Source: an optimization exercise on an open RTL-to-GDS flow (aim: small area, a short achievable clock period and few clock cycles per item). Production flows keep margins and buffers that such runs may drop. At most, simulation tests tie the RTL to the original design; equivalence was not proved. Function not checked in runs 7 and 8: the RTL went through the layout flow alone. Power and IR drop assume default switching activity.

File: flow/run.sh
#!/bin/bash
set -euo pipefail
export BUFFER_PORTS_ARGS="-buffer_cell sky130_fd_sc_hd__buf_1"
export SETUP_SLACK_MARGIN=6.5
bash standard.sh finish > standard_flow.log 2>&1
File: standard.sh
#!/bin/bash
# synth_recipe.tcl (not shown) runs the flow's synth.tcl, then flattens the netlist and writes it again
# the make line also repeats each setting of config.mk as NAME=value (left out here)
make -C /OpenROAD-flow-scripts/flow DESIGN_CONFIG=/design/flow/config.mk WORK_HOME=/design/flow/orfs CLKGATE_MAP_FILE= SYNTH_SCRIPT=/design/flow/synth_recipe.tcl "${@:-finish}"
File: config.mk
export PLATFORM = sky130hd
export DESIGN_NAME = montgomery
export DESIGN_NICKNAME = montgomery
export VERILOG_FILES = /design/flow/design.v
export SDC_FILE = /design/flow/constraint.sdc
export NUM_CORES = 8
export LEC_CHECK = 0
export CAP_MARGIN = 20
export CORE_MARGIN = 2
export CORE_UTILIZATION = 30
export CTS_CLUSTER_DIAMETER = 90
export CTS_CLUSTER_SIZE = 25
export SLEW_MARGIN = 20
File: constraint.sdc
create_clock -name core_clock -period 10.0 [get_ports {clk}]
set_input_delay 2.0000 -clock core_clock [delete_from_list [all_inputs] [get_ports {clk}]]
set_output_delay 2.0000 -clock core_clock [all_outputs]
set_load 0.01 [all_outputs]
File: design.v
`timescale 1ns / 1ps
module montgomery(
  input           clk,
  input           resetn,
  input           start,
  input  [380:0]  in_a,
  input  [380:0]  in_b,
  input  [380:0]  in_m,
  input           out_read,
  output [380:0]  result,
  output reg      done
);
  localparam W = 386;    
  reg  [383:0] S;        
  reg  [383:0] C;        
  reg          corr;     
  reg        m_it;       
  reg        m_rs;       
  reg        first;      
  reg        safe;       
  reg  [7:0] cnt;        
  reg        d_one, d_two, d_neg;        
  reg        q_one, q_two, q_neg;        
  reg        k_one, y_neg;               
  reg        n_hi, n_lo, cur_hi;         
  reg  [2:0]   b_lo;
  reg  [3:0]   m_lo;
  reg  [4:0]   m_hi;
  wire [W-1:0] Bx = {{(W-381){1'b0}}, in_b[380:3], b_lo};
  wire [W-1:0] Mx = {{(W-381){1'b0}}, in_m[380:4], m_lo};
  wire [1:0]   u     = S[383:382] + C[383:382];
  wire [W-1:0] S_ext = {{(W-383){u[1]}}, u[0], S[381:0]};
  wire [W-1:0] C_ext = {{(W-382){1'b0}}, C[381:0]};
  wire [W-1:0] S_in = m_it ? S_ext : m_rs ? {S_ext[W-3:0], 2'b00} : {W{1'b0}};
  wire [W-1:0] C_in = m_it ? C_ext : m_rs ? {C_ext[W-3:0], 2'b00} : {W{1'b0}};
  wire [W-1:0] Zoc = (({W{d_one}} & Bx) | ({W{d_two}} & {Bx[W-2:0], 1'b0})) ^ {W{d_neg}};
  wire [W-1:0] X;
  assign X[0]       = corr & m_it;
  assign X[1]       = Zoc[0];
  assign X[2]       = Zoc[1] | (corr & m_rs);
  assign X[W-1:3]   = Zoc[W-2:2];
  wire [W-1:0] Ysel = ({W{q_one}} & Mx) | ({W{q_two}} & {Mx[W-2:0], 1'b0})
                    | ({W{k_one}} & {Mx[W-3:0], 2'b00});
  wire [W-1:0] Y;
  assign Y[0]     = q_one;
  assign Y[1]     = Ysel[1] ^ q_neg;
  assign Y[2]     = (Ysel[2] & ~k_one) ^ q_neg | k_one;
  assign Y[W-1:3] = Ysel[W-1:3] ^ {(W-3){y_neg}};
  wire [W-1:0] sum1 = S_in ^ C_in ^ X;
  wire [W-1:0] cy1  = {(S_in[W-2:0] & C_in[W-2:0]) | (S_in[W-2:0] & X[W-2:0]) | (C_in[W-2:0] & X[W-2:0]), d_neg};
  wire [W-1:0] P    = sum1 ^ cy1 ^ Y;
  wire [W-1:0] Q    = {(sum1[W-2:0] & cy1[W-2:0]) | (sum1[W-2:0] & Y[W-2:0]) | (cy1[W-2:0] & Y[W-2:0]), d_neg};
  wire [383:0] S_next = P[W-1:2];
  wire [383:0] C_next = Q[W-1:2];
  wire         corr_next = P[1] | P[0];
  wire         cz     = ~|C[381:0];
  wire         sgn    = u[1];
  wire last = (cnt == 8'd192);
  wire go   = ~m_it & ~m_rs & start;
  function [2:0] booth(input hi, input lo, input pr);
    begin
      booth[0] = lo ^ pr;                            
      booth[1] = (hi & ~lo & ~pr) | (~hi & lo & pr);  
      booth[2] = hi & ~(lo & pr);                     
    end
  endfunction
  wire [2:0] nd = m_it ? booth(n_hi, n_lo, cur_hi) : booth(in_a[1], in_a[0], 1'b0);
  wire [511:0] ax = {131'b0, in_a};
  wire [7:0]   cnt_next = go ? 8'd2 : cnt + 8'd1;
  reg  [11:0]  g_hi, g_lo;
  integer gi;
  always @(posedge clk) begin
    for (gi = 0; gi < 12; gi = gi + 1) begin
      g_hi[gi] <= ax[{gi[3:0], cnt_next[3:0], 1'b1}];
      g_lo[gi] <= ax[{gi[3:0], cnt_next[3:0], 1'b0}];
    end
  end
  wire a_hi = g_hi[cnt[7:4]];
  wire a_lo = g_lo[cnt[7:4]];
  wire [1:0] t0;
  assign t0[0] = P[2] ^ Q[2] ^ corr_next;
  assign t0[1] = ((P[2] & Q[2]) | (P[2] & corr_next) | (Q[2] & corr_next))
               ^ P[3] ^ Q[3] ^ (nd[0] & b_lo[0]);
  wire [1:0] qq = m_it ? {t0[1] ^ (t0[0] & ~m_lo[1]), t0[0]}
                       : {in_a[0] & in_b[0], 1'b0};
  wire [8:0] vh   = {1'b0, ~S_ext[383], S_ext[382:376]} + {3'd0, C[381:376]} + 9'd1;
  wire conf   = m_hi[4];
  wire est_hi = conf & (vh >= {4'd4, m_hi});             
  wire est_lo = conf & (vh <= 9'd127);                     
  wire to_it = go | (m_it & ~last);
  always @(posedge clk) begin
    S    <= S_next;
    C    <= C_next;
    corr <= corr_next;
    n_hi   <= m_it ? a_hi : in_a[3];
    n_lo   <= m_it ? a_lo : in_a[2];
    cur_hi <= m_it ? n_hi : in_a[1];
    if (~m_it & ~m_rs) begin
      b_lo <= in_b[2:0];
      m_lo <= in_m[3:0];
      m_hi <= in_m[380:376];
    end
  end
  always @(posedge clk or negedge resetn) begin
    if (!resetn) begin
      m_it <= 1'b0; m_rs <= 1'b0; first <= 1'b0; safe <= 1'b0; done <= 1'b0;
      cnt <= 8'd0;
      d_one <= 1'b0; d_two <= 1'b0; d_neg <= 1'b0;
      q_one <= 1'b0; q_two <= 1'b0; q_neg <= 1'b0;
      k_one <= 1'b0; y_neg <= 1'b0;
    end else begin
      d_one <= to_it & nd[0];
      d_two <= to_it & nd[1];
      d_neg <= to_it & nd[2];
      q_one <= to_it & qq[0];
      q_two <= to_it & (qq == 2'd2);
      q_neg <= to_it & (qq == 2'd3);
      cnt   <= cnt_next;
      k_one <= 1'b0;
      y_neg <= to_it & (qq == 2'd3);
      if (go) begin
        m_it <= 1'b1;
      end else if (m_it) begin
        if (last) begin
          m_it  <= 1'b0;
          m_rs  <= 1'b1;
          first <= 1'b1;
        end
      end else if (m_rs & ~done) begin
        if (first) begin
          first <= 1'b0;
          safe  <= conf;
          k_one <= est_hi | est_lo;
          y_neg <= est_hi;
        end else if (cz & ~k_one) begin
          if (sgn) begin
            k_one <= 1'b1;
            safe  <= 1'b1;
          end else if (safe) begin
            done  <= 1'b1;
          end else begin
            k_one <= 1'b1;
            y_neg <= 1'b1;
            safe  <= 1'b1;
          end
        end
      end else if (done & out_read) begin
        done <= 1'b0;
        m_rs <= 1'b0;
      end
    end
  end
  assign result = S[380:0];
endmodule
==> results of run 1 <==
-- stage by stage --
| step | cell area [sq um] | hold WS, ns | instances | worst slack [ns] |
|---|---|---|---|---|
| floorplan | 62200 | 0.438 | 5656 | 6.55 |
| global placement | 67000 | 0.449 | 9011 | 4.56 |
| detailed placement | 67000 | 0.462 | 9011 | 4.50 |
| CTS | 69900 | 0.475 | 9135 | 6.44 |
| global route | 70400 | 0.503 | 9230 | 6.50 |
| finish | 70500 | 0.472 | 9272 | 6.51 |
-- path summary, 6_finish.rpt --
path	startpoint	end	slack (ns)
worst min register to register	first	k_one	0.47
worst min-delay path	first	k_one	0.47
max in group asynchronous	resetn	q_two	8.17
worst max-delay path	S[360]	result[360]	6.51
worst max register to register	m_it	S[238]	6.56
min in group asynchronous	resetn	y_neg	1.30
-- metal layers --
metal | share of wire (%) | up-vias | track usage [%]
li1 | - | 22600 | -
met1 | 35 | 29000 | 36.8
met2 | 45 | 3985 | 49.3
met3 | 11 | 855 | 9.69
met4 | 8.9 | 76 | 23.9
met5 | 0.14 | - | 0
-- Yosys cell counts (2+ instances only) --
cell / number / area, sq um
edfxtp_1: 12 / 360
o2111ai_1: 2 / 17.5
nor4_1: 100 / 626
xor2_1: 9 / 78.8
inv_2: 2 / 7.51
o31a_1: 3 / 26.3
inv_1: 24 / 90.1
ha_1: 17 / 213
nand3_1: 52 / 260
buf_2: 70 / 350
nand2b_1: 5 / 31.3
buf_1: 40 / 150
dfrtp_1: 21 / 526
o22ai_1: 23 / 144
and3_1: 49 / 307
a21oi_1: 61 / 305
o21a_1: 5 / 37.5
a311oi_1: 26 / 228
and2_1: 7 / 43.8
a222oi_1: 378 / 3780
clkbuf_1: 430 / 1610
a211oi_1: 3 / 22.5
a31oi_1: 2 / 12.5
a22oi_1: 388 / 2910
nand2_1: 217 / 815
o221ai_1: 68 / 596
mux4_2: 7 / 158
nor3_1: 2 / 10.0
xnor2_1: 773 / 6770
fa_1: 769 / 15400
mux2i_1: 3 / 30.0
nor2_1: 17 / 63.8
o21ai_1: 7 / 35.0
nor2b_1: 6 / 37.5
nand4_1: 24 / 150
buf_4: 386 / 2900
o21ai_0: 73 / 365
a22o_1: 759 / 6650
dfxtp_1: 796 / 15900
-- logic make-up (layout without fill, tap and decap cells) --
family	Yosys count	count (layout)	share of synthesized area (%)
compound gates	1802	1802	24.4
xor+xnor	783	783	11.0
fa+ha+maj	786	786	25.1
buf+inv	955	1748	8.24
flops	829	829	27.0
mux	10	10	0.302
other cells	0	114	0
simple gates	491	496	3.95
-- state kept, by name, indices dropped and copies added, names as in the netlist, 3 cells and up --
signal and cells:
C 384, m_lo 4, m_hi 5, g_hi 12, b_lo 3, S 384
cnt 8, g_lo 12
-- report_power, final --
part,switching [W],internal (W),leakage (nW)
sequential,0.00207,0.00550,7.02
combinational,0.0129,0.00923,17.6
clock,0.00154,0.00116,0.926
-- cell type report --
| cell class | instances | area (sq um) | share of cell area [%] |
|---|---|---|---|
| antenna | 114 | 285 | 0.404 |
| clock buffer | 54 | 1350 | 1.92 |
| inverter | 28 | 155 | 0.220 |
| tap | 2704 | 3380 | 4.80 |
| clock inverter | 37 | 566 | 0.802 |
| multi-input combinational | 3877 | 40400 | 57.3 |
| sequential | 829 | 16900 | 24.0 |
| timing repair buffer | 1629 | 7470 | 10.6 |
-- what timing repair did --
| action | CTS | global route |
|---|---|---|
| gates resized for setup | 248 | 27 |
| pin swaps | 2 | 1 |
| endpoints found under the setup margin | 948 | 179 |
| buffers inserted | 23 | 19 |
| gates cloned | 10 | 4 |
==> qor.csv, run 1 <==
stage,metric,value,unit
run_status,status,finished clean,
routing,antenna_left,0,
setup_path,critPathTopFamily,flip-flops,
layout,num-fill-cells,21300,
routing,drc,0,
clock_tree,clk_latency,0.75,ns
setup_path,cp.depth,1,
run,maxCapViolCount,0,
clock_tree,h-tree-depth,2,
sta,fin_setup_tns,0,ns
setup_path,start_kind,flip-flop,
layout,nNetsFinal,8351,
logic_synthesis,synth_edf_count,12,
clock_tree,cts_tree,done,
global_route,grt_use_total,31.8,%
clock_tree,cts_buffers,53,
layout,area_growth,13.3,%
clock_tree,ctsHoldBuffers,0,
clock_tree,clock_path_buffers,3,
logic_synthesis,syn_area_per_cell,11.0,sq um
logic_synthesis,ys_types,59,
logic_synthesis,synth.ff_latch_count,829,
routing,via_per_inst,6.10,
floorplan,num_rows,167,
logic_synthesis,syn_area,62200,sq um
global_route,overflow,0,
setup_path,criticalPathCategory,reg2out,
placement,dpl.hpwl,281000,um
setup_path,rr_worst_depth,6,
routing,wl_per_cell,38.0,um
power,finalPower,0.0324,W
sta,maxSlewViolCount,0,
logic_synthesis,async_flop_share,2.53,%
global_route,grt_antenna_before_repair,192,
worst_hold_path,min_path_type,reg2reg,
layout,layout_common_cells,"buf_1, xnor2_1, fa_1",
setup_path,cp_max_fo,3,
floorplan,ios,1529,
sta,worstMarginPinSlew,1.30,ns
sta,final_hold_viol_count,0,
setup_path,cp_num_buf_inv,1,
routing,drtIter0Drc,9324,
power,power_density,459,nW/um^2
global_route,first_global_vias,55000,
sta,rsz0062_at_grt,no,
floorplan,coreArea,207000,sq um
routing,first_pass_iters,15,
sta,fmax,0.286,GHz
clock_tree,cts.reportedPaths.clkPinSlew,0.10,ns
sta,timing.final.crit_share,34.9,%
routing,routed_wl,352000,um
setup_path,critPathRequiredTime,8.00,ns
logic_synthesis,ys_seq_area_share,27.0,%
sta,period_minus_slack,3.49,ns
global_route,grt_max_degree,210,
clock_tree,cts-root-buf,clkbuf_16,
floorplan,die_y,460,um
placement,gp_congestion,1.04,
global_route,grt_pass1_wl,468000,um
floorplan,die_w,460,um
floorplan,die_area,211000,sq um
layout,final_core_util,34.1,%
power,ir_worst_vdd,0.000238,V
logic_synthesis,yosys_warnings,1,
layout,mostFrequentLayoutCell,buf_1,
placement,io_buffers,1528,
power,p_leak,25.5,nW
logic_synthesis,netlist_instances,5656,
routing,vias,56500,
sta,slew_headroom,12.7,%
clock_tree,cts_sinks,829,
logic_synthesis,syn_nets,7589,
worst_hold_path,hold_path_depth,1,
sta,setup_viol,0,
layout,drive_above_1_share,6.52,%
setup_path,cpMaxStageDelayCell,dfxtp_1,
setup_path,crit_arrival,1.49,ns
setup_path,crit_path_cell_trace,buf_1,
setup_path,slowest_delay,0.57,ns
floorplan,start_util,30.1,%
sta,skew,0.0367,ns
setup_path,critPathCaptureType,primary output,
logic_synthesis,synth-main-ff-cell,dfxtp_1,
Testbench counts, summed over its fixed seeds: cycles 38,216, items 192.
==> run 2: changes to the inputs <==
--- a/config.mk
+++ b/config.mk
@@ -10,4 +10,5 @@
 export CORE_UTILIZATION = 30
 export CTS_CLUSTER_DIAMETER = 90
 export CTS_CLUSTER_SIZE = 25
+export PLACE_DENSITY = 0.75
 export SLEW_MARGIN = 20
==> run 2 against run 1 <==
Still clean on timing, DRC and antenna; clock skew increased by 0.045 ns; routed wire length up 4.6%; synthesized cell count stayed put; register-to-register slack is essentially flat; maximum frequency is 0.92% lower; sequential cell count did not move; non-clock buffer count increased by 13; via count grew 2.3%; design area is 0.78% higher; hold slack improved by 0.0097 ns; critical endpoint is now g_hi[4]; largest power group unchanged.
==> qor.csv, run 2 <==
stage,metric,value,unit
logic_synthesis,ys_seq_area_share,27.0,%
sta,maxSlewViolCount,0,
routing,drtIter0Drc,9606,
power,power_density,468,nW/um^2
setup_path,crit_arrival,4.11,ns
power,sequentialPowerShare,23.0,%
logic_synthesis,synth.ff_latch_count,829,
clock_tree,clk_latency,0.78,ns
setup_path,start_kind,input pin,
sta,skew,0.0813,ns
logic_synthesis,synth_area_leaders,"dfxtp_1, fa_1, xnor2_1",
sta,rsz0062_at_grt,yes,
layout,mostFrequentLayoutCell,buf_1,
routing,vias,57800,
clock_tree,cts_tree,done,
layout,area_growth,14.2,%
clock_tree,ctsHoldBuffers,0,
floorplan,start_util,30.1,%
global_route,overflow,0,
setup_path,critPathTopFamily,buffers and inverters,
power,intPower,0.0162,W
logic_synthesis,synth_common_cells,"dfxtp_1, xnor2_1, fa_1, a22o_1, clkbuf_1",
routing,antenna_left,0,
sta,setup_viol,0,
logic_synthesis,ys_types,59,
clock_tree,clock_path_buffers,3,
layout,nNetsFinal,8367,
clock_tree,cts_sinks,829,
setup_path,crit_path_cell_trace,buf_2 -> nor3b_4 -> buf_12 -> nand2b_4 -> buf_4 -> buf_12 -> inv_8 -> nand2_1 -> nand3_1 -> a311oi_2 -> a21oi_1,
power,combPwrFrac,69.0,%
power,p_sw,0.0171,W
setup_path,criticalPathCategory,in2reg,
setup_path,critPathRequiredTime,10.58,ns
floorplan,die_w,460,um
power,p_leak,25.8,nW
worst_hold_path,hp-start,first,
placement,gp_congestion,1.04,
logic_synthesis,syn_area,62200,sq um
worst_hold_path,hold_path_depth,1,
logic_synthesis,synthMostInstantiatedCell,dfxtp_1,
clock_tree,cts_buffers,54,
logic_synthesis,async_flop_share,2.53,%
run,maxCapViolCount,0,
sta,fin_setup_tns,0,ns
run_status,status,finished clean,
sta,final_hold_viol_count,0,
sta,slew_headroom,25.7,%
layout,reg.largest.list,"C (384), S (384)",
setup_path,r2r-end,S[142],
routing,drc,0,
setup_path,r2r-start,d_neg,
placement,place_area,67000,sq um
layout,design_area,71100,sq um
floorplan,die_y,460,um
sta,fmax,0.284,GHz
logic_synthesis,synth_top_cell_by_area,dfxtp_1,
placement,place_ws,4.37,ns
logic_synthesis,netlist_instances,5656,
setup_path,cp_num_buf_inv,5,
sta,timing.final.crit_share,35.3,%
setup_path,slowest_delay,0.50,ns
logic_synthesis,synth-main-ff-cell,dfxtp_1,
placement,dpl.hpwl,294000,um
logic_synthesis,synth_edf_count,12,
floorplan,num_rows,167,
layout,drive_above_1_share,7.70,%
global_route,grt_use_total,33.0,%
logic_synthesis,syn_area_per_cell,11.0,sq um
logic_synthesis,yosys_warnings,1,
power,p_clk_share,8.0,%
setup_path,critPathCaptureType,flip-flop,
routing,via_per_inst,6.20,
layout,layout_common_cells,"buf_1, xnor2_1, fa_1",
floorplan,coreArea,207000,sq um
global_route,grt_antenna_before_repair,194,
global_route,grt_pass1_wl,482000,um
floorplan,die_area,211000,sq um
power,p_sw_share,51.3,%
setup_path,cpMaxStageDelayCell,a311oi_2,
worst_hold_path,hold-path-endpoint,k_one,
sta,period_minus_slack,3.53,ns
power,ir_worst_vdd,0.000238,V
logic_synthesis,syn_nets,7589,
clock_tree,cts-root-buf,clkbuf_16,
placement,io_buffers,1528,
clock_tree,cts.reportedPaths.clkPinSlew,0.10,ns
clock_tree,h-tree-depth,2,
sta,setup_ws,6.47,ns
routing,routed_wl,369000,um
setup_path,r2r_slack,6.57,ns
setup_path,cp_max_fo,52,
floorplan,ios,1529,
routing,first_pass_iters,14,
routing,wl_per_cell,39.5,um
setup_path,rr_worst_depth,6,
worst_hold_path,min_path_type,reg2reg,
logic_synthesis,yosysTopAreaCellShare,25.6,%
global_route,grt_max_degree,194,
sta,worstMarginPinSlew,1.10,ns
setup_path,cpMostUsedCell,buf_12,
global_route,first_global_vias,55700,
==> run 2: cell count changes in the layout (fill, tap and decap cells not counted), sizes merged <==
cell / before / now
clkbuf: 71 / 73
inv: 46 / 44
bufinv: 4 / 2
bufbuf: 4 / 8
nor2b: 7 / 6
diode: 114 / 137
buf: 1608 / 1623
clkinv: 13 / 21
==> run 2: logic make-up (layout without fill, tap and decap cells) <==
family                   after synthesis  in the layout  share of synthesized area [%]
AO/OA/AOI/OAI                       1802           1802                           24.4
XOR/XNOR                             783            783                           11.0
adder cells (fa/ha/maj)              786            786                           25.1
buffers and inverters                955           1773                           8.24
flip-flops                           829            829                           27.0
multiplexers                          10             10                          0.302
other                                  0            137                              0
AND/OR/NAND/NOR                      491            495                           3.95
==> run 2: stage by stage <==
step	total power (W)	hold WS [ns]	cells	utilization, %
finish	0.0333	0.482	9319	34.4
global route	0.0358	0.505	9267	34.3
CTS	0.0327	0.480	9152	34.0
detailed placement	0.0291	0.466	9018	32.4
global placement	0.0280	0.444	9018	32.4
floorplan	0.0225	0.438	5656	-
==> run 2: timing repair <==
action / CTS / global route
setup endpoints to repair: 1015 / 180
cloned: 13 / 7
gates resized for setup: 358 / 32
pin swaps: 2 / 7
setup buffers: 21 / 23
==> run 2: power by group through the flow <==
| stage | sequential (W) | combinational, W | clock [W] |
|---|---|---|---|
| floorplan | 0.00636 | 0.0161 | 0 |
| global placement | 0.00769 | 0.0203 | 0 |
| detailed placement | 0.00772 | 0.0213 | 0 |
| CTS | 0.00758 | 0.0224 | 0.00270 |
| global route | 0.00769 | 0.0253 | 0.00280 |
| finish | 0.00764 | 0.0229 | 0.00267 |
==> run 2: cell type report <==
cell class	instances	area (sq um)
Clock inverter	38	537
Timing Repair inverter	3	33.8
Antenna cell	137	343
Tap cell	2704	3380
Sequential cell	829	16900
Inverter	28	171
Fill cell	21000	136000
Multi-Input combinational cell	3876	40500
Clock buffer	62	1390
Timing Repair Buffer	1642	7820
==> run 2: per-layer routing <==
| layer | up-vias | track usage, % | share of wire [%] |
|---|---|---|---|
| met5 | - | 0 | 0.14 |
| met4 | 76 | 28.0 | 10 |
| met3 | 998 | 12.0 | 13 |
| met2 | 4613 | 49.6 | 43 |
| met1 | 29500 | 37.1 | 34 |
| li1 | 22700 | - | - |
==> run 2: worst max path at each step <==
stage / from / endpoint / slack [ns] / cells after the start
2_1_floorplan: m_rs / y_neg / 6.55 / 15
3_3_place_gp: start / g_hi[2] / 4.43 / 11
3_5_place_dp: start / g_hi[2] / 4.37 / 11
4_1_cts: m_it / y_neg / 6.33 / 11
5_1_grt: d_one / y_neg / 6.37 / 12
6_report: start / g_hi[4] / 6.47 / 11
==> run 3: changes to the inputs <==
--- a/config.mk
+++ b/config.mk
@@ -8,7 +8,7 @@
 export CAP_MARGIN = 20
 export CORE_MARGIN = 2
 export CORE_UTILIZATION = 30
-export CTS_CLUSTER_DIAMETER = 90
-export CTS_CLUSTER_SIZE = 25
-export PLACE_DENSITY = 0.75
+export CTS_CLUSTER_DIAMETER = 100
+export CTS_CLUSTER_SIZE = 20
+export PLACE_DENSITY = 0.4
 export SLEW_MARGIN = 20
==> run 3 against run 2 <==
Non-clock buffer count is 21 lower; hold slack better by 0.0060 ns; synthesized cell count stayed put; core utilization is 0.21 points lower; sequential cell count stayed put; cell count is 0.53% lower; area after synthesis stayed put; critical path type unchanged; critical endpoint is now g_lo[3]; largest cell class unchanged.
==> qor.csv, run 3 <==
stage,metric,value,unit
run_status,status,finished clean,
floorplan,ios,1529,
worst_hold_path,hold_path_depth,1,
layout,mostFrequentLayoutCell,buf_1,
sta,worstMarginPinSlew,1.10,ns
layout,design_area,70700,sq um
sta,skew,0.0628,ns
logic_synthesis,yosys_warnings,1,
sta,fmax,0.285,GHz
sta,final_hold_viol_count,0,
placement,dpl.hpwl,287000,um
power,sequentialPowerShare,23.6,%
clock_tree,clock_path_buffers,3,
layout,drive_above_1_share,7.05,%
placement,place_area,67000,sq um
logic_synthesis,syn_area_per_cell,11.0,sq um
routing,via_per_inst,5.96,
layout,final-seq-area,16900,sq um
setup_path,cp_max_fo,60,
sta,setup_viol,0,
placement,gp_congestion,0.975,
floorplan,coreArea,207000,sq um
placement,io_buffers,1528,
layout,num-fill-cells,21600,
sta,rsz0062_at_grt,yes,
clock_tree,ctsHoldBuffers,0,
logic_synthesis,netlist_instances,5656,
routing,routed_wl,360000,um
setup_path,critPathCaptureType,flip-flop,
power,power_density,460,nW/um^2
setup_path,critPathRequiredTime,10.60,ns
routing,drtIter0Drc,7317,
floorplan,die_area,211000,sq um
clock_tree,h-tree-depth,2,
layout,multi_input_area,40400,sq um
logic_synthesis,syn_area,62200,sq um
power,ir_worst_vdd,0.000216,V
power,p_sw_share,50.7,%
setup_path,criticalPathCategory,in2reg,
global_route,grt_pass1_wl,481000,um
logic_synthesis,syn_nets,7589,
routing,drc,0,
global_route,grt_use_total,32.7,%
floorplan,start_util,30.1,%
power,combPwrFrac,67.6,%
global_route,first_global_vias,55500,
clock_tree,clk_latency,0.78,ns
clock_tree,cts-root-buf,clkbuf_16,
clock_tree,cts_buffers,60,
sta,fin_setup_tns,0,ns
logic_synthesis,ys_types,59,
clock_tree,cts.reportedPaths.clkPinSlew,0.08,ns
floorplan,num_rows,167,
layout,area_growth,13.5,%
layout,layout_common_cells,"buf_1, xnor2_1, fa_1",
logic_synthesis,synth.ff_latch_count,829,
logic_synthesis,synthMostInstantiatedCell,dfxtp_1,
worst_hold_path,min_path_type,reg2reg,
power,finalPower,0.0325,W
logic_synthesis,synth_area_leaders,"dfxtp_1, fa_1, xnor2_1",
routing,wl_per_cell,38.8,um
clock_tree,cts_sinks,829,
setup_path,crit_arrival,4.11,ns
sta,maxSlewViolCount,0,
logic_synthesis,yosysTopAreaCellShare,25.6,%
setup_path,rr_worst_depth,5,
logic_synthesis,async_flop_share,2.53,%
routing,vias,55200,
sta,period_minus_slack,3.51,ns
global_route,grt_max_degree,199,
routing,antenna_left,0,
global_route,grt_antenna_before_repair,204,
run,maxCapViolCount,0,
routing,first_pass_iters,17,
power,intPower,0.0160,W
setup_path,start_kind,input pin,
sta,holdWs,0.488,ns
floorplan,die_y,460,um
layout,nNetsFinal,8351,
logic_synthesis,synth_top_cell_by_area,dfxtp_1,
power,p_clk_share,8.7,%
power,p_leak,25.6,nW
logic_synthesis,synth_common_cells,"dfxtp_1, xnor2_1, fa_1, a22o_1, clkbuf_1",
clock_tree,cts_tree,done,
logic_synthesis,synth-main-ff-cell,dfxtp_1,
layout,reg.largest.list,"C (384), S (384)",
logic_synthesis,ys_seq_area_share,27.0,%
power,p_sw,0.0165,W
global_route,overflow,0,
floorplan,die_w,460,um
sta,slew_headroom,26.5,%
logic_synthesis,synth_edf_count,12,
sta,timing.final.crit_share,35.1,%
[run 3: cell counts after synthesis]
Identical to the previous run, type by type.
[run 3: area by class of cell]
cell class | instances | share of cell area (%)
clock inverters | 31 | 0.574
multi-input cells | 3877 | 57.2
well taps | 2704 | 4.79
flip-flops and latches | 829 | 24.0
diodes | 110 | 0.390
repair buffers | 1621 | 10.6
clock buffers | 69 | 2.26
inverters | 28 | 0.189
repair inverters | 1 | 0.0124
[run 3: per-stage QoR]
stage          cells  worst slack [ns]  utilization (%)
6_report        9270              6.49             34.2
4_1_cts         9153              6.50             34.0
3_5_place_dp    9017              4.07             32.4
2_1_floorplan   5656              6.55                -
3_3_place_gp    9017              4.12             32.4
5_1_grt         9243              6.41             34.2
[run 3: repair_timing]
action / 4_1_cts / 5_1_grt
endpoints found under the setup margin: 992 / 71
pin swaps: 1 / 4
cloned: 10 / 1
buffers inserted: 26 / 6
resized for setup: 335 / 29
[run 3: routing by layer]
layer	vias up	global-route usage [%]	wire length, um
met5	-	0	396
met4	62	19.0	23200
met3	667	6.88	27700
met2	2882	53.6	171000
met1	29000	39.7	138000
li1	22600	-	-
[run 3: cells by family after synthesis]
kind of cell | after synthesis | synth area share, %
simple gates | 491 | 3.95
xor+xnor | 783 | 11.0
compound gates | 1802 | 24.4
flops | 829 | 27.0
fa+ha+maj | 786 | 25.1
buf+inv | 955 | 8.24
mux | 10 | 0.302
[run 3: path summary, 6_finish.rpt]
check / startpoint / endpoint / slack (ns)
setup / recovery: start / g_lo[3] / 6.49
hold / removal: first / k_one / 0.49
setup reg to reg: q_one / S[134] / 6.55
hold reg to reg: first / k_one / 0.49
max in group asynchronous: resetn / d_neg / 8.18
min in group asynchronous: resetn / done / 1.30
[run 3: worst max-delay path, cell delays in order]
cell and delay (ns):
buf_2 0.24, nor3b_4 0.27, buf_12 0.16, or2_4 0.16
inv_8 0.13, clkbuf_16 0.27, o221ai_1 0.21, a21oi_1 0.09
a311oi_1 0.42, a21oi_1 0.07
[run 3: power groups by stage]
stage / registers [W] / clock network (W) / logic, W
finish: 0.00768 / 0.00285 / 0.0220
detailed placement: 0.00781 / 0 / 0.0210
global route: 0.00778 / 0.00301 / 0.0248
global placement: 0.00781 / 0 / 0.0208
floorplan: 0.00636 / 0 / 0.0161
CTS: 0.00766 / 0.00292 / 0.0220
==> run 4: changes to the inputs <==
==> flow/run.sh (replaced) <==
#!/bin/bash
set -euo pipefail
export BUFFER_PORTS_ARGS="-buffer_cell sky130_fd_sc_hd__buf_1"
export SETUP_SLACK_MARGIN=6.65
bash standard.sh finish > standard_flow.log 2>&1
--- a/config.mk
+++ b/config.mk
@@ -10,5 +10,4 @@
 export CORE_UTILIZATION = 30
 export CTS_CLUSTER_DIAMETER = 100
 export CTS_CLUSTER_SIZE = 20
-export PLACE_DENSITY = 0.4
 export SLEW_MARGIN = 20
==> run 4 against run 3 <==
Sequential share of layout area about the same; non-clock buffer count grew 52; register-to-register slack gained 0.13 ns; clock skew is 0.019 ns lower; design area rose by 2.3%; via count grew 3.0%; power grew 2.6%; clock power shrank 14%; routed wire length up 1.2%; critical endpoint is now S[17]; largest power group unchanged.
==> qor.csv, run 4 <==
stage,metric,value,unit
global_route,grt_antenna_before_repair,193,
logic_synthesis,synth-main-ff-cell,dfxtp_1,
logic_synthesis,syn_nets,7589,
sta,slew_headroom,7.68,%
global_route,grtUsageMet2,51.3,%
logic_synthesis,ys_seq_area_share,27.0,%
power,p_leak,26.4,nW
global_route,grt_busiest_layer,met2,
logic_synthesis,ys_types,59,
layout,layout_common_cells,"buf_1, xnor2_1, fa_1",
placement,dpl.hpwl,287000,um
routing,wl_per_cell,39.1,um
routing,antenna_left,0,
worst_hold_path,hold-path-endpoint,k_one,
layout,drive_above_1_share,13.5,%
global_route,grt_max_degree,181,
global_route,use_met3,10.3,%
worst_hold_path,hp-start,first,
setup_path,criticalPathCategory,in2reg,
sta,skew,0.0438,ns
power,power_density,462,nW/um^2
setup_path,slowest_delay,1.17,ns
logic_synthesis,yosys_warnings,1,
routing,vias,56900,
setup_path,start_kind,input pin,
clock_tree,h-tree-depth,2,
logic_synthesis,syn_area,62200,sq um
clock_tree,ctsHoldBuffers,0,
routing,routed_wl,364000,um
routing,drc,0,
logic_synthesis,synth_common_cells,"dfxtp_1, xnor2_1, fa_1, a22o_1, clkbuf_1",
power,ir_worst_vdd,0.000276,V
logic_synthesis,yosysTopAreaCellShare,25.6,%
sta,final_hold_viol_count,0,
setup_path,crit_arrival,4.14,ns
setup_path,cp_max_fo,3,
logic_synthesis,synth_edf_count,12,
sta,fin_setup_tns,0,ns
floorplan,num_rows,167,
logic_synthesis,synth_top_cell_by_area,dfxtp_1,
floorplan,ios,1529,
floorplan,start_util,30.1,%
placement,io_buffers,1528,
logic_synthesis,async_flop_share,2.53,%
power,finalPower,0.0334,W
clock_tree,cts_buffers,54,
logic_synthesis,netlist_instances,5656,
clock_tree,clk_latency,0.74,ns
worst_hold_path,min_path_type,reg2reg,
layout,reg.largest.list,"C (384), S (384)",
run,maxCapViolCount,0,
layout,nNetsFinal,8400,
floorplan,die_y,460,um
sta,rsz0062_at_grt,yes,
sta,worstMarginPinSlew,1.38,ns
layout,fin_cells,9310,
global_route,met1_usage,37.5,%
clock_tree,cts.reportedPaths.clkPinSlew,0.09,ns
sta,maxSlewViolCount,0,
global_route,overflow,0,
sta,setup_viol,0,
clock_tree,cts_sinks,829,
layout,mostFrequentLayoutCell,buf_1,
run_status,status,finished clean,
setup_path,cp_num_buf_inv,1,
global_route,first_global_vias,55300,
global_route,grt_use_total,32.9,%
global_route,grt_pass1_wl,478000,um
worst_hold_path,hold_path_depth,1,
placement,gp_congestion,1.04,
logic_synthesis,synth.ff_latch_count,829,
floorplan,die_area,211000,sq um
clock_tree,clock_path_buffers,3,
sta,period_minus_slack,3.45,ns
placement,dpl.cell_count,9017,
setup_path,r2r-start,cnt[0],
setup_path,critPathCaptureType,flip-flop,
setup_path,cpMaxStageDelayCell,a222oi_1,
routing,drtIter0Drc,8605,
layout,area_growth,16.1,%
logic_synthesis,synthMostInstantiatedCell,dfxtp_1,
logic_synthesis,synth_area_leaders,"dfxtp_1, fa_1, xnor2_1",
setup_path,critPathRequiredTime,10.69,ns
routing,first_pass_iters,15,
floorplan,die_w,460,um
floorplan,coreArea,207000,sq um
sta,fmax,0.289,GHz
routing,via_per_inst,6.11,
setup_path,critPathTopFamily,compound AO/OA/AOI/OAI gates,
setup_path,r2r_slack,6.68,ns
clock_tree,cts-root-buf,clkbuf_16,
setup_path,crit_path_cell_trace,buf_1 -> a222oi_1 -> xnor2_1 -> fa_1,
logic_synthesis,syn_area_per_cell,11.0,sq um
setup_path,rr_worst_depth,7,
setup_path,r2r-end,g_lo[11],
clock_tree,cts_tree,done,
sta,timing.final.crit_share,34.5,%
==> run 4: cell counts after synthesis <==
Identical to the previous run, type by type.
==> run 4: kinds of logic after synthesis <==
group,share of synthesized area [%]
compound gates,24.4
buf+inv,8.24
flops,27.0
fa+ha+maj,25.1
xor+xnor,11.0
simple gates,3.95
mux,0.302
==> run 4: how the worst max path moves through the flow <==
stage	startpoint	end	slack, ns	cells after the start
global route	start	g_lo[11]	6.54	12
finish	in_m[19]	S[17]	6.55	4
detailed placement	start	g_hi[2]	3.95	9
CTS	S[243]	result[243]	6.62	1
floorplan	in_b[277]	S[277]	6.63	4
global placement	start	g_hi[2]	3.94	9
==> run 4: cell type report <==
class / count / area [sq um]
multi-input combinational: 3877 / 40500
clock inverter: 15 / 213
fill: 21100 / 134000
timing repair buffer: 1673 / 8870
clock buffer: 62 / 1410
tap: 2704 / 3380
antenna: 118 / 295
timing repair inverter: 4 / 40.0
inverter: 28 / 156
sequential: 829 / 17400
==> run 4: timing repair <==
action / CTS / global route
buffers inserted: 59 / 17
pin swaps: 2 / 4
gates resized for setup: 969 / 71
setup endpoints to repair: 1135 / 232
endpoints found under the hold margin: 0 / 0
gates cloned: 17 / 5
==> run 4: stage by stage <==
step	hold slack [ns]	utilization [%]	instance area, sq um	setup slack [ns]
floorplan	0.438	-	62300	6.63
global route	0.500	34.9	72200	6.54
global placement	0.445	32.4	67000	3.94
CTS	0.464	34.6	71500	6.62
finish	0.467	35.0	72300	6.55
detailed placement	0.453	32.4	67000	3.95
==> run 4: metal layers <==
layer	wire length, um	share of wire, %
met1	126000	35
met2	164000	45
met3	40500	11
met4	33500	9.2
met5	632	0.17
==> run 4: where the power goes <==
group	switching (W)	total, W	internal, W
clock	0.00141	0.00245	0.00104
combinational	0.0133	0.0231	0.00985
sequential	0.00210	0.00778	0.00568
==> run 5: changes to the inputs <==
==> flow/run.sh (replaced) <==
#!/bin/bash
set -euo pipefail
export BUFFER_PORTS_ARGS="-buffer_cell sky130_fd_sc_hd__buf_1"
export SETUP_SLACK_MARGIN=6.5
bash standard.sh finish > standard_flow.log 2>&1
--- a/config.mk
+++ b/config.mk
@@ -6,6 +6,7 @@
 export NUM_CORES = 8
 export LEC_CHECK = 0
 export CAP_MARGIN = 20
+export CORE_ASPECT_RATIO = 0.5
 export CORE_MARGIN = 2
 export CORE_UTILIZATION = 30
 export CTS_CLUSTER_DIAMETER = 100
==> run 5 against run 4 <==
Design area shrank 2.4%; register-to-register slack lost 0.15 ns; highest routed layer unchanged; sequential power grew 1%; still clean.
==> qor.csv, run 5 <==
stage,metric,value,unit
clock_tree,cts.reportedPaths.clkPinSlew,0.10,ns
worst_hold_path,hp-start,first,
worst_hold_path,min_path_type,reg2reg,
placement,dpl.cell_count,9081,
sta,skew,0.0795,ns
sta,fmax,0.276,GHz
routing,antenna_left,0,
layout,num-fill-cells,21400,
floorplan,coreArea,207000,sq um
clock_tree,cts-root-buf,clkbuf_16,
power,ir_worst_vdd,0.000192,V
global_route,grt_antenna_before_repair,252,
sta,final_hold_viol_count,0,
run,maxCapViolCount,0,
setup_path,critPathCaptureType,flip-flop,
logic_synthesis,netlist_instances,5656,
worst_hold_path,hold_path_depth,1,
logic_synthesis,synth_common_cells,"dfxtp_1, xnor2_1, fa_1, a22o_1, clkbuf_1",
sta,slew_headroom,21.2,%
placement,place_ws,4.41,ns
layout,area_growth,13.4,%
layout,design_area,70600,sq um
layout,drive_above_1_share,6.89,%
sta,period_minus_slack,3.62,ns
global_route,first_global_vias,54600,
placement,dpl.hpwl,304000,um
global_route,grt_use_total,34.3,%
run_status,status,finished clean,
logic_synthesis,syn_area,62200,sq um
logic_synthesis,async_flop_share,2.53,%
setup_path,cpMaxStageDelayCell,a311oi_1,
sta,timing.final.crit_share,36.2,%
routing,drc,0,
logic_synthesis,synth_top_cell_by_area,dfxtp_1,
sta,maxSlewViolCount,0,
floorplan,start_util,30.1,%
setup_path,slowest_delay,0.85,ns
sta,fin_setup_tns,0,ns
logic_synthesis,yosys.area_share.simple,3.95,%
global_route,grt_pass1_wl,496000,um
layout,nNetsFinal,8363,
logic_synthesis,yosys_warnings,1,
logic_synthesis,syn_area_per_cell,11.0,sq um
logic_synthesis,synth-main-ff-cell,dfxtp_1,
logic_synthesis,yosysTopAreaCellShare,25.6,%
power,power_density,469,nW/um^2
logic_synthesis,synth_edf_count,12,
setup_path,critPathRequiredTime,10.53,ns
setup_path,r2r-start,k_one,
layout,reg.largest.list,"C (384), S (384)",
clock_tree,ctsHoldBuffers,0,
setup_path,start_kind,input pin,
global_route,grt_max_degree,175,
floorplan,die_w,648,um
routing,routed_wl,378000,um
setup_path,rr_worst_depth,4,
logic_synthesis,ys_seq_area_share,27.0,%
sta,worstMarginPinSlew,1.18,ns
clock_tree,cts_tree,done,
clock_tree,cts_buffers,51,
clock_tree,cts_sinks,829,
placement,place_area,67100,sq um
logic_synthesis,synthAdderAreaFrac,25.1,%
setup_path,r2r-end,S[311],
floorplan,num_rows,118,
logic_synthesis,synth_top_family_by_area,adder cells,
logic_synthesis,synth_area_leaders,"dfxtp_1, fa_1, xnor2_1",
setup_path,r2r_slack,6.53,ns
routing,first_pass_iters,17,
sta,setup_viol,0,
placement,io_buffers,1528,
clock_tree,clock_path_buffers,3,
clock_tree,h-tree-depth,2,
worst_hold_path,hold-path-endpoint,k_one,
logic_synthesis,synthMuxAreaShare,0.302,%
floorplan,ios,1529,
placement,gp_congestion,1.13,
logic_synthesis,synth_xor_xnor_area_share,11.0,%
routing,via_per_inst,6.18,
layout,mostFrequentLayoutCell,buf_1,
floorplan,die_area,211000,sq um
layout,fin_cells,9332,
sta,rsz0062_at_grt,yes,
sta,setup_ws,6.38,ns
logic_synthesis,synth_compound_area_share,24.4,%
setup_path,crit_path_cell_trace,buf_2 -> nor3b_2 -> buf_6 -> or2_4 -> buf_4 -> nand3_1 -> a311oi_1 -> a21oi_1,
power,p_leak,25.5,nW
logic_synthesis,synthMostInstantiatedCell,dfxtp_1,
logic_synthesis,syn_nets,7589,
clock_tree,clk_latency,0.72,ns
routing,drtIter0Drc,10100,
logic_synthesis,synth.ff_latch_count,829,
floorplan,die_y,326,um
global_route,overflow,0,
setup_path,cp_max_fo,12,
logic_synthesis,ys_types,59,
setup_path,crit_arrival,4.15,ns
layout,layout_common_cells,"buf_1, xnor2_1, fa_1",
routing,vias,57700,
setup_path,criticalPathCategory,in2reg,
routing,wl_per_cell,40.5,um
==> run 5: cell counts after synthesis <==
No cell type changed its count.
==> run 5: how the worst max path moves through the flow <==
stage | cells past startpoint | end | from | slack, ns
CTS | 1 | result[98] | S[98] | 6.50
finish | 8 | g_lo[9] | start | 6.38
global route | 4 | S[311] | k_one | 6.46
floorplan | 15 | y_neg | m_rs | 6.55
global placement | 12 | g_lo[2] | start | 4.40
detailed placement | 12 | g_lo[2] | start | 4.41
==> run 5: worst max-delay path: cells and delay by family <==
family,cells,cell delay (ns)
compound gates,2,0.92
buf+inv,3,0.65
simple gates,3,0.56
==> run 5: kinds of logic after synthesis <==
| logic type | after synthesis |
|---|---|
| DFF | 829 |
| and+or+nand+nor | 491 |
| buffers and inverters | 955 |
| AOI/OAI and AO/OA | 1802 |
| adders and majority gates | 786 |
| xor gates and xnor gates | 783 |
| muxes | 10 |
==> run 5: layout make-up <==
type,instances,area [sq um],share of cell area [%]
multi-input combinational,3877,40500,57.3
sequential,829,16900,24.0
timing repair buffer,1641,7760,11.0
tap,2760,3450,4.89
clock buffer,59,1350,1.91
antenna,127,318,0.450
clock inverter,9,150,0.213
inverter,28,138,0.195
timing repair inverter,2,17.5,0.0248
==> run 5: where the power goes <==
part / internal (W) / leakage (nW) / switching, W
Sequential: 0.00551 / 7.02 / 0.00237
Clock: 0.000984 / 0.727 / 0.00145
Combinational: 0.00940 / 17.7 / 0.0134
==> run 5: repair_timing <==
item | 4_1_cts | 5_1_grt
buffers inserted | 27 | 8
resized for setup | 298 | 66
cloned | 15 | 4
pin swaps | 1 | 2
setup endpoints to repair | 982 | 375
==> run 5: per-stage QoR <==
stage                     util [%]  hold WS, ns  power [W]
after floorplan                  -        0.438     0.0225
after global placement        32.5        0.450     0.0286
after detailed placement      32.5        0.456     0.0291
after CTS                     33.8        0.461     0.0325
after global routing          34.1        0.506     0.0358
final                         34.2        0.458     0.0331
==> run 5: per-layer routing <==
metal  GRT usage, %  wire [um]  vias up
met5          0.799        989        -
met4           15.7      18300      100
met3           17.1      57300      824
met2           46.0     151000     4065
met1           45.3     150000    30100
li1               -          -    22600
==> run 6: changes to the inputs <==
--- a/config.mk
+++ b/config.mk
@@ -6,7 +6,6 @@
 export NUM_CORES = 8
 export LEC_CHECK = 0
 export CAP_MARGIN = 20
-export CORE_ASPECT_RATIO = 0.5
 export CORE_MARGIN = 2
 export CORE_UTILIZATION = 30
 export CTS_CLUSTER_DIAMETER = 100
==> run 6 against run 5 <==
Global-route usage fell by 2.5 points; hold slack improved by 0.013 ns; routed wire length fell by 6.8%; core utilization fell by 0.19 points; die area fell by 0.11%; highest routed layer unchanged; still clean on timing, DRC and antenna.
==> qor.csv, run 6 <==
stage,metric,value,unit
layout,nNetsFinal,8347,
layout,design_area,70200,sq um
sta,setup_viol,0,
logic_synthesis,syn_nets,7589,
logic_synthesis,syn_area_per_cell,11.0,sq um
placement,place_area,67000,sq um
global_route,grtUsageMet2,48.3,%
logic_synthesis,synth_area_leaders,"dfxtp_1, fa_1, xnor2_1",
logic_synthesis,synthMostInstantiatedCell,dfxtp_1,
clock_tree,clk_latency,0.74,ns
setup_path,cp_max_fo,3,
setup_path,start_kind,flip-flop,
layout,num-fill-cells,21400,
sta,period_minus_slack,3.50,ns
clock_tree,cts_tree,done,
global_route,grt_max_degree,210,
floorplan,start_util,30.1,%
sta,fmax,0.286,GHz
placement,gp_congestion,1.04,
global_route,met1_usage,36.4,%
worst_hold_path,hold-path-endpoint,k_one,
sta,holdWs,0.471,ns
logic_synthesis,synth_edf_count,12,
global_route,use_met3,10.1,%
logic_synthesis,ys_types,59,
power,p_leak,25.3,nW
global_route,first_global_vias,55000,
setup_path,slowest_delay,0.41,ns
logic_synthesis,async_flop_share,2.53,%
routing,wl_per_cell,38.0,um
routing,drtIter0Drc,8644,
layout,mostFrequentLayoutCell,buf_1,
sta,setup_ws,6.50,ns
global_route,grt_busiest_layer,met2,
worst_hold_path,hold_path_depth,1,
logic_synthesis,synth_top_cell_by_area,dfxtp_1,
placement,place_ws,4.50,ns
routing,drc,0,
logic_synthesis,syn_area,62200,sq um
sta,maxSlewViolCount,0,
logic_synthesis,netlist_instances,5656,
setup_path,critPathTopFamily,flip-flops,
placement,dpl.hpwl,281000,um
floorplan,die_w,460,um
sta,rsz0062_at_grt,no,
clock_tree,cts_sinks,829,
setup_path,r2r-start,m_it,
logic_synthesis,synth.ff_latch_count,829,
global_route,overflow,0,
routing,via_per_inst,6.09,
layout,reg.largest.list,"C (384), S (384)",
setup_path,cp_num_buf_inv,1,
floorplan,coreArea,207000,sq um
sta,fin_setup_tns,0,ns
layout,layout_common_cells,"buf_1, xnor2_1, fa_1",
setup_path,r2r_slack,6.59,ns
sta,final_hold_viol_count,0,
setup_path,criticalPathCategory,reg2out,
setup_path,critPathRequiredTime,8.00,ns
power,power_density,458,nW/um^2
global_route,grt_antenna_before_repair,197,
clock_tree,ctsHoldBuffers,0,
placement,io_buffers,1528,
run_status,status,finished clean,
routing,vias,56400,
clock_tree,cts.reportedPaths.clkPinSlew,0.10,ns
floorplan,die_area,211000,sq um
clock_tree,cts_buffers,53,
logic_synthesis,yosysTopAreaCellShare,25.6,%
setup_path,r2r-end,S[130],
floorplan,num_rows,167,
worst_hold_path,min_path_type,reg2reg,
clock_tree,cts-root-buf,clkbuf_16,
sta,timing.final.crit_share,35.0,%
worst_hold_path,hp-start,first,
logic_synthesis,synth_common_cells,"dfxtp_1, xnor2_1, fa_1, a22o_1, clkbuf_1",
floorplan,ios,1529,
sta,slew_headroom,26.4,%
routing,routed_wl,352000,um
logic_synthesis,yosys_warnings,1,
routing,first_pass_iters,15,
floorplan,die_y,460,um
setup_path,crit_path_cell_trace,buf_1,
logic_synthesis,synth-main-ff-cell,dfxtp_1,
routing,antenna_left,0,
setup_path,crit_arrival,1.50,ns
logic_synthesis,ys_seq_area_share,27.0,%
sta,worstMarginPinSlew,1.10,ns
power,ir_worst_vdd,0.000248,V
sta,skew,0.0550,ns
clock_tree,h-tree-depth,2,
setup_path,cpMaxStageDelayCell,dfxtp_1,
global_route,grt_use_total,31.8,%
global_route,grt_pass1_wl,467000,um
layout,drive_above_1_share,6.14,%
clock_tree,clock_path_buffers,3,
run,maxCapViolCount,0,
setup_path,critPathCaptureType,primary output,
layout,area_growth,12.8,%
setup_path,rr_worst_depth,6,
## run 6: cell types whose count changed in the layout (fill, tap and decap cells not counted), moves of 8 or more
cell / previous run / this run
buf_2: 101 / 136
dfxtp_1: 737 / 764
clkbuf_4: 24 / 1
diode_2: 127 / 119
buf_4: 73 / 50
dfxtp_2: 59 / 29
## run 6: cell families after synthesis
kind of cell,count (synthesis),share of synthesized area (%)
compound gates,1802,24.4
xor+xnor,783,11.0
fa+ha+maj,786,25.1
buf+inv,955,8.24
flops,829,27.0
mux,10,0.302
simple gates,491,3.95
## run 6: final cells by class
cell class	count	area (sq um)	share of cell area, %
clock buffers	58	1370	1.95
multi-input cells	3877	40400	57.6
diodes	119	298	0.424
well taps	2704	3380	4.82
inverters	28	159	0.226
clock inverters	18	264	0.376
repair buffers	1625	7400	10.5
flip-flops and latches	829	16900	24.1
## run 6: metal layers
metal  up-vias  part of all wire (%)  wire length [um]
met5         -                  0.14               483
met4        74                   9.5             33500
met3       891                    11             38300
met2      3919                    44            156000
met1     28900                    35            124000
li1      22600                     -                 -
## run 6: how the worst max path moves through the flow
stage | depth (start not counted) | startpoint | slack (ns) | endpoint
finish | 1 | S[71] | 6.50 | result[71]
detailed placement | 10 | start | 4.50 | g_lo[9]
global route | 11 | cnt[0] | 6.50 | g_lo[11]
CTS | 1 | S[7] | 6.50 | result[7]
global placement | 10 | start | 4.56 | g_lo[9]
floorplan | 15 | m_rs | 6.55 | y_neg
## run 6: metrics by stage
step / cells / total power (W) / util (%)
6_report: 9258 / 0.0321 / 34.0
5_1_grt: 9221 / 0.0348 / 33.9
4_1_cts: 9119 / 0.0319 / 33.7
3_5_place_dp: 9011 / 0.0287 / 32.4
3_3_place_gp: 9011 / 0.0279 / 32.4
2_1_floorplan: 5656 / 0.0225 / -
## run 6: what timing repair did
action                     in CTS  in global routing
setup endpoints to repair     945                158
buffers inserted               22                 16
hold endpoints to repair        0                  0
pin swaps                       2                  1
gates resized for setup       243                 22
gates cloned                   10                  4
## run 6: report_power, final
group	total, W	internal (W)	switching (W)
clock network	0.00246	0.00106	0.00140
logic	0.0221	0.00922	0.0129
registers	0.00758	0.00550	0.00208
==> run 7: changes to the inputs <==
--- a/design.v
+++ b/design.v
@@ -67,16 +67,17 @@
   wire [2:0] nd = m_it ? booth(n_hi, n_lo, cur_hi) : booth(in_a[1], in_a[0], 1'b0);
   wire [511:0] ax = {131'b0, in_a};
   wire [7:0]   cnt_next = go ? 8'd2 : cnt + 8'd1;
-  reg  [11:0]  g_hi, g_lo;
+  wire [4:0]   o_next   = m_it ? cnt[4:0] + 5'd1 : 5'd2;
+  reg  [5:0]   g_hi, g_lo;
   integer gi;
   always @(posedge clk) begin
-    for (gi = 0; gi < 12; gi = gi + 1) begin
-      g_hi[gi] <= ax[{gi[3:0], cnt_next[3:0], 1'b1}];
-      g_lo[gi] <= ax[{gi[3:0], cnt_next[3:0], 1'b0}];
+    for (gi = 0; gi < 6; gi = gi + 1) begin
+      g_hi[gi] <= ax[{gi[2:0], o_next, 1'b1}];
+      g_lo[gi] <= ax[{gi[2:0], o_next, 1'b0}];
     end
   end
-  wire a_hi = g_hi[cnt[7:4]];
-  wire a_lo = g_lo[cnt[7:4]];
+  wire a_hi = g_hi[cnt[7:5]];
+  wire a_lo = g_lo[cnt[7:5]];
   wire [1:0] t0;
   assign t0[0] = P[2] ^ Q[2] ^ corr_next;
   assign t0[1] = ((P[2] & Q[2]) | (P[2] & corr_next) | (Q[2] & corr_next))
==> run 7 against run 6 <==
Still clean; sequential share of layout area down 0.44 points; clock skew up 0.00077 ns; hold slack worse by 0.0086 ns; critical path depth up 11; power down 14%; area after synthesis about the same; first-iteration DRC count down 5.6%; sequential cell count down 12; worst setup slack worse by 0.012 ns; sequential power up 1%; cell count about the same.
==> qor.csv, run 7 <==
stage,metric,value,unit
sta,slew_headroom,16.4,%
sta,worstMarginPinSlew,1.25,ns
global_route,grt_antenna_before_repair,214,
layout,final-seq-area,16600,sq um
power,combPwrFrac,63.4,%
setup_path,critPathCaptureType,flip-flop,
setup_path,cpMaxStageDelayCell,dfrtp_4,
clock_tree,cts_tree,done,
floorplan,die_w,460,um
logic_synthesis,netlist_instances,5643,
global_route,grt_max_degree,213,
sta,timing.final.crit_share,35.1,%
routing,vias,56500,
clock_tree,ctsHoldBuffers,0,
logic_synthesis,syn_nets,7576,
sta,fin_setup_tns,0,ns
clock_tree,cts.reportedPaths.clkPinSlew,0.09,ns
sta,final_hold_viol_count,0,
routing,wl_met2,161000,um
worst_hold_path,min_path_type,reg2reg,
sta,rsz0062_at_grt,yes,
layout,nNetsFinal,8348,
floorplan,die_area,211000,sq um
setup_path,cp_max_fo,35,
logic_synthesis,ys_types,61,
run_status,status,finished clean,
placement,io_buffers,1528,
global_route,grt_pass1_wl,473000,um
setup_path,slowest_delay,0.54,ns
clock_tree,cts_buffers,53,
layout,drive_above_1_share,6.50,%
floorplan,num_rows,167,
logic_synthesis,synth_common_cells,"dfxtp_1, xnor2_1, fa_1, a22o_1, clkbuf_1",
sta,setup_viol,0,
routing,first_pass_iters,17,
routing,drtIter0Drc,8158,
run,maxCapViolCount,0,
floorplan,start_util,30.1,%
logic_synthesis,syn_area,62300,sq um
logic_synthesis,synth-main-ff-cell,dfxtp_1,
routing,dr_wl_met3,39000,um
floorplan,die_y,460,um
routing,antenna_left,0,
clock_tree,cts_sinks,817,
logic_synthesis,yosys_warnings,1,
floorplan,coreArea,207000,sq um
routing,highest_layer,met5,
logic_synthesis,async_flop_share,2.57,%
power,intPower,0.0134,W
setup_path,crit_arrival,4.15,ns
clock_tree,cts-root-buf,clkbuf_16,
setup_path,crit_path_cell_trace,nor2b_4 -> buf_12 -> a22oi_2 -> fa_1 -> inv_1 -> fa_1 -> xor2_1 -> xnor2_1 -> xnor2_1 -> xnor2_1 -> and2_1 -> o31a_1,
sta,maxSlewViolCount,0,
power,finalPower,0.0276,W
setup_path,critPathRequiredTime,10.64,ns
clock_tree,clk_latency,0.75,ns
setup_path,cp_num_buf_inv,2,
logic_synthesis,synth_edf_count,12,
global_route,grt_use_total,32.5,%
sta,period_minus_slack,3.51,ns
logic_synthesis,synthMostInstantiatedCell,dfxtp_1,
global_route,overflow,0,
setup_path,cpMostUsedCell,xnor2_1,
power,p_leak,25.8,nW
placement,dpl.hpwl,293000,um
layout,mostFrequentLayoutCell,buf_1,
power,power_density,392,nW/um^2
power,ir_worst_vdd,0.000177,V
logic_synthesis,ys_seq_area_share,26.6,%
logic_synthesis,synth_area_leaders,"dfxtp_1, fa_1, xnor2_1",
power,sequentialPowerShare,27.8,%
setup_path,criticalPathCategory,reg2reg,
layout,reg.largest.list,"C (384), S (384), cnt (8)",
sta,fmax,0.285,GHz
routing,drc,0,
layout,layout_common_cells,"buf_1, xnor2_1, fa_1",
layout,multi_input_area,40900,sq um
power,p_sw_share,51.6,%
power,p_sw,0.0142,W
logic_synthesis,syn_area_per_cell,11.0,sq um
clock_tree,clock_path_buffers,3,
setup_path,start_kind,flip-flop,
logic_synthesis,synth_top_cell_by_area,dfxtp_1,
layout,area_growth,13.1,%
floorplan,ios,1529,
routing,wl_per_cell,39.2,um
power,p_clk_share,8.8,%
clock_tree,h-tree-depth,2,
setup_path,critPathTopFamily,adder cells,
logic_synthesis,synth.ff_latch_count,817,
logic_synthesis,yosysTopAreaCellShare,25.2,%
routing,drt-met1-wl,129000,um
routing,via_per_inst,6.09,
global_route,first_global_vias,54200,
sta,skew,0.0558,ns
layout,num-fill-cells,21200,
placement,gp_congestion,1.04,
routing,routed_wl,363000,um
run 7: per-stage QoR:
stage / instance area, sq um / utilization, % / hold WS, ns / setup WS [ns] / instances
finish: 70400 / 34.1 / 0.462 / 6.49 / 9267
floorplan: 62300 / - / 0.452 / 6.50 / 5643
global placement: 67300 / 32.6 / 0.477 / 4.92 / 9022
global route: 70300 / 34.0 / 0.487 / 6.36 / 9227
detailed placement: 67300 / 32.6 / 0.487 / 4.98 / 9023
CTS: 69600 / 33.7 / 0.466 / 6.21 / 9115
run 7: what timing repair did:
item | 4_1_cts | 5_1_grt
pin swaps | 3 | 1
gates cloned | 3 | 7
buffers inserted | 14 | 17
resized for setup | 245 | 23
setup endpoints to repair | 852 | 437
run 7: tightest hold or removal path, delay by kind of cell (launching register included):
family / cells / cell delay, ns
flops: 1 / 0.33
simple gates: 2 / 0.12
run 7: layer usage:
| layer | track usage (%) | vias to the layer above |
|---|---|---|
| li1 | - | 22500 |
| met1 | 38.3 | 28900 |
| met2 | 50.1 | 4082 |
| met3 | 9.44 | 862 |
| met4 | 24.6 | 72 |
| met5 | 0 | - |
run 7: final timing paths:
check,from,end,slack [ns],cells past startpoint
setup / recovery,m_it,y_neg,6.49,12
hold / removal,n_hi,cur_hi,0.46,2
setup reg to reg,m_it,y_neg,6.49,12
hold reg to reg,n_hi,cur_hi,0.46,2
max in group asynchronous,resetn,m_it,8.22,1
min in group asynchronous,resetn,q_one,1.28,1
run 7: kinds of logic after synthesis:
logic type,share of synthesized area [%]
and+or+nand+nor,4.16
AOI/OAI and AO/OA,23.9
adders and majority gates,25.1
buffers and inverters,8.09
xor gates and xnor gates,11.1
muxes,1.10
DFF,26.6
run 7: power by group through the flow:
stage | logic [W] | registers (W) | clock network, W
floorplan | 0.0122 | 0.00626 | 0
global placement | 0.0161 | 0.00772 | 0
detailed placement | 0.0167 | 0.00772 | 0
CTS | 0.0172 | 0.00761 | 0.00245
global route | 0.0192 | 0.00773 | 0.00254
finish | 0.0175 | 0.00767 | 0.00243
run 7: layout make-up:
class,instances,share of cell area (%)
Antenna cell,128,0.455
Sequential cell,817,23.6
Timing Repair Buffer,1643,10.7
Clock inverter,15,0.284
Multi-Input combinational cell,3877,58.0
Clock buffer,60,1.98
Tap cell,2704,4.80
Inverter,23,0.123
==> run 8: changes to the inputs <==
--- a/design.v
+++ b/design.v
@@ -25,7 +25,6 @@
   reg        n_hi, n_lo, cur_hi;         
   reg  [2:0]   b_lo;
   reg  [3:0]   m_lo;
-  reg  [4:0]   m_hi;
   wire [W-1:0] Bx = {{(W-381){1'b0}}, in_b[380:3], b_lo};
   wire [W-1:0] Mx = {{(W-381){1'b0}}, in_m[380:4], m_lo};
   wire [1:0]   u     = S[383:382] + C[383:382];
@@ -85,8 +84,8 @@
   wire [1:0] qq = m_it ? {t0[1] ^ (t0[0] & ~m_lo[1]), t0[0]}
                        : {in_a[0] & in_b[0], 1'b0};
   wire [8:0] vh   = {1'b0, ~S_ext[383], S_ext[382:376]} + {3'd0, C[381:376]} + 9'd1;
-  wire conf   = m_hi[4];
-  wire est_hi = conf & (vh >= {4'd4, m_hi});             
+  wire conf   = in_m[380];
+  wire est_hi = conf & (vh >= {4'd4, in_m[380:376]});    
   wire est_lo = conf & (vh <= 9'd127);                     
   wire to_it = go | (m_it & ~last);
   always @(posedge clk) begin
@@ -99,7 +98,6 @@
     if (~m_it & ~m_rs) begin
       b_lo <= in_b[2:0];
       m_lo <= in_m[3:0];
-      m_hi <= in_m[380:376];
     end
   end
   always @(posedge clk or negedge resetn) begin
==> run 8 against run 7 <==
Sequential share of layout area down 0.15 points; design area decreased by 0.29%; critical path depth shrank 6; via count fell by 0.43%; largest power group unchanged.
==> qor.csv, run 8 <==
stage,metric,value,unit
run_status,status,finished clean,
floorplan,ios,1529,
floorplan,num_rows,167,
sta,maxSlewViolCount,0,
layout,layout_common_cells,"buf_1, xnor2_1, fa_1",
logic_synthesis,yosys_warnings,1,
sta,skew,0.0261,ns
routing,drc,0,
logic_synthesis,synthMostInstantiatedCell,dfxtp_1,
routing,vias,56200,
setup_path,crit_path_cell_trace,buf_8 -> buf_16 -> a22oi_1 -> xnor2_1 -> fa_1 -> fa_1,
clock_tree,cts_sinks,812,
clock_tree,cts_buffers,56,
floorplan,die_y,459,um
setup_path,critPathRequiredTime,10.59,ns
sta,setup_viol,0,
logic_synthesis,syn_nets,7553,
setup_path,cpMostUsedCell,fa_1,
clock_tree,ctsHoldBuffers,0,
layout,fin_cells,9226,
layout,drive_above_1_share,6.16,%
floorplan,start_util,30.1,%
global_route,grt_pass1_wl,471000,um
routing,wl_per_cell,38.2,um
sta,slew_headroom,20.6,%
logic_synthesis,synth_top_cell_by_area,dfxtp_1,
logic_synthesis,synth-main-ff-cell,dfxtp_1,
global_route,overflow,0,
logic_synthesis,yosysTopAreaCellShare,25.3,%
layout,multi_input_area,40800,sq um
setup_path,critPathCaptureType,flip-flop,
logic_synthesis,synth_common_cells,"dfxtp_1, xnor2_1, fa_1, a22o_1, clkbuf_1",
placement,gp_congestion,1.13,
layout,nNetsFinal,8307,
setup_path,rr_worst_depth,6,
logic_synthesis,synth.ff_latch_count,812,
setup_path,start_kind,flip-flop,
sta,timing.final.crit_share,36.1,%
global_route,first_global_vias,55500,
sta,worstMarginPinSlew,1.19,ns
setup_path,cp_num_buf_inv,2,
setup_path,cp.depth,6,
sta,fmax,0.277,GHz
power,p_clk_share,7.8,%
power,sequentialPowerShare,23.6,%
sta,period_minus_slack,3.61,ns
routing,antenna_left,0,
worst_hold_path,hold_path_depth,2,
logic_synthesis,syn_area_per_cell,11.0,sq um
floorplan,die_area,211000,sq um
sta,rsz0062_at_grt,yes,
routing,drtIter0Drc,8617,
setup_path,crit_arrival,4.20,ns
worst_hold_path,min_path_type,reg2reg,
logic_synthesis,async_flop_share,2.59,%
setup_path,cpMaxStageDelayCell,dfrtp_4,
power,p_sw_share,50.6,%
setup_path,criticalPathCategory,reg2reg,
floorplan,die_w,459,um
routing,routed_wl,352000,um
layout,mostFrequentLayoutCell,buf_1,
floorplan,coreArea,206000,sq um
clock_tree,cts.reportedPaths.clkPinSlew,0.08,ns
logic_synthesis,synth_edf_count,7,
placement,dpl.cell_count,8989,
power,finalPower,0.0336,W
clock_tree,h-tree-depth,2,
power,combPwrFrac,68.6,%
clock_tree,cts-root-buf,clkbuf_16,
layout,area_growth,13.1,%
layout,final-seq-area,16500,sq um
clock_tree,clk_latency,0.72,ns
placement,io_buffers,1528,
logic_synthesis,ys_types,63,
logic_synthesis,ys_seq_area_share,26.5,%
clock_tree,clock_path_buffers,3,
sta,final_hold_viol_count,0,
power,intPower,0.0166,W
power,p_leak,24.4,nW
power,p_sw,0.0170,W
setup_path,critPathTopFamily,adder cells,
placement,dpl.hpwl,277000,um
global_route,grt_antenna_before_repair,223,
clock_tree,cts_tree,done,
global_route,grt_use_total,32.1,%
power,ir_worst_vdd,0.000258,V
global_route,grt_max_degree,188,
power,power_density,478,nW/um^2
layout,num-fill-cells,21400,
logic_synthesis,synth_area_leaders,"dfxtp_1, fa_1, xnor2_1",
routing,via_per_inst,6.09,
sta,fin_setup_tns,0,ns
routing,first_pass_iters,22,
logic_synthesis,netlist_instances,5620,
logic_synthesis,syn_area,62100,sq um
setup_path,cp_max_fo,144,
layout,reg.largest.list,"C (384), S (384), cnt (8)",
run,maxCapViolCount,0,
setup_path,slowest_delay,0.69,ns
run 8: changes by cell type in the layout (fill, tap and decap cells not counted), moves of 12 or more:
cell / previous run / this run
a31oi_1: 18 / 60
nand2_1: 233 / 190
mux2i_1: 36 / 19
nand3_1: 38 / 3
buf_2: 133 / 121
and2_1: 54 / 77
a211oi_1: 50 / 86
buf_4: 69 / 49
a311oi_1: 60 / 22
run 8: final cells by class:
| cell class | count | area share [%] |
|---|---|---|
| clock inverter | 22 | 0.486 |
| multi-input combinational | 3866 | 58.0 |
| sequential | 812 | 23.5 |
| timing repair buffer | 1616 | 10.5 |
| inverter | 22 | 0.123 |
| antenna | 121 | 0.431 |
| tap | 2704 | 4.82 |
| clock buffer | 63 | 2.09 |
run 8: metrics by stage:
step / area [sq um] / util, % / worst slack [ns] / hold slack, ns
2_1_floorplan: 62100 / - / 6.54 / 0.452
3_3_place_gp: 67000 / 32.4 / 5.20 / 0.475
3_5_place_dp: 67000 / 32.4 / 5.16 / 0.499
4_1_cts: 69700 / 33.8 / 6.50 / 0.510
5_1_grt: 70100 / 34.0 / 6.36 / 0.529
6_report: 70200 / 34.0 / 6.39 / 0.507
run 8: path summary, 6_finish.rpt:
path | from | to | slack, ns
setup / recovery | d_one | S[128] | 6.39
hold / removal | n_hi | cur_hi | 0.51
setup reg to reg | d_one | S[128] | 6.39
hold reg to reg | n_hi | cur_hi | 0.51
max in group asynchronous | resetn | d_neg | 8.11
min in group asynchronous | resetn | q_one | 1.34
run 8: cell families (layout without fill, tap and decap cells):
kind of cell | after synthesis | after routing | synth area share (%)
xor gates and xnor gates | 784 | 784 | 11.1
adders and majority gates | 786 | 786 | 25.1
AOI/OAI and AO/OA | 1784 | 1784 | 24.4
muxes | 38 | 38 | 0.941
other | 0 | 121 | 0
buffers and inverters | 943 | 1723 | 8.12
DFF | 812 | 812 | 26.5
and+or+nand+nor | 473 | 474 | 3.86
run 8: layer usage:
layer  vias to the layer above  part of all wire (%)  track usage, %
met2                      3984                    46            50.2
met3                      1071                    10            10.4
met5                         -                  0.24          0.0689
met4                       132                    11            31.9
li1                      22400                     -               -
met1                     28600                    32            33.6
run 8: worst min-delay path, delay by kind of cell, from the launching register on:
family | cells | cell delay (ns)
flops | 1 | 0.33
simple gates | 2 | 0.13
run 8: what timing repair did:
item | 4_1_cts | 5_1_grt
endpoints found under the hold margin | 0 | 0
pin swaps | 1 | 2
setup endpoints to repair | 854 | 201
resized for setup | 229 | 28
buffers inserted | 13 | 7
cloned | 9 | 2
run 8: power groups by stage:
stage	Combinational, W	Sequential [W]	Clock (W)
3_5_place_dp	0.0222	0.00800	0
2_1_floorplan	0.0169	0.00661	0
3_3_place_gp	0.0214	0.00798	0
4_1_cts	0.0230	0.00787	0.00265
6_report	0.0230	0.00792	0.00261
5_1_grt	0.0256	0.00802	0.00275

Re-timed with assumed drivers on the ports (clkbuf_16 on the clock, buf_2 on other inputs), run 8 has 6.393 ns of setup slack against 6.393 ns with ideal ports, and 5.886 ns once port delays also move by the mid clock arrival of 0.803 ns.
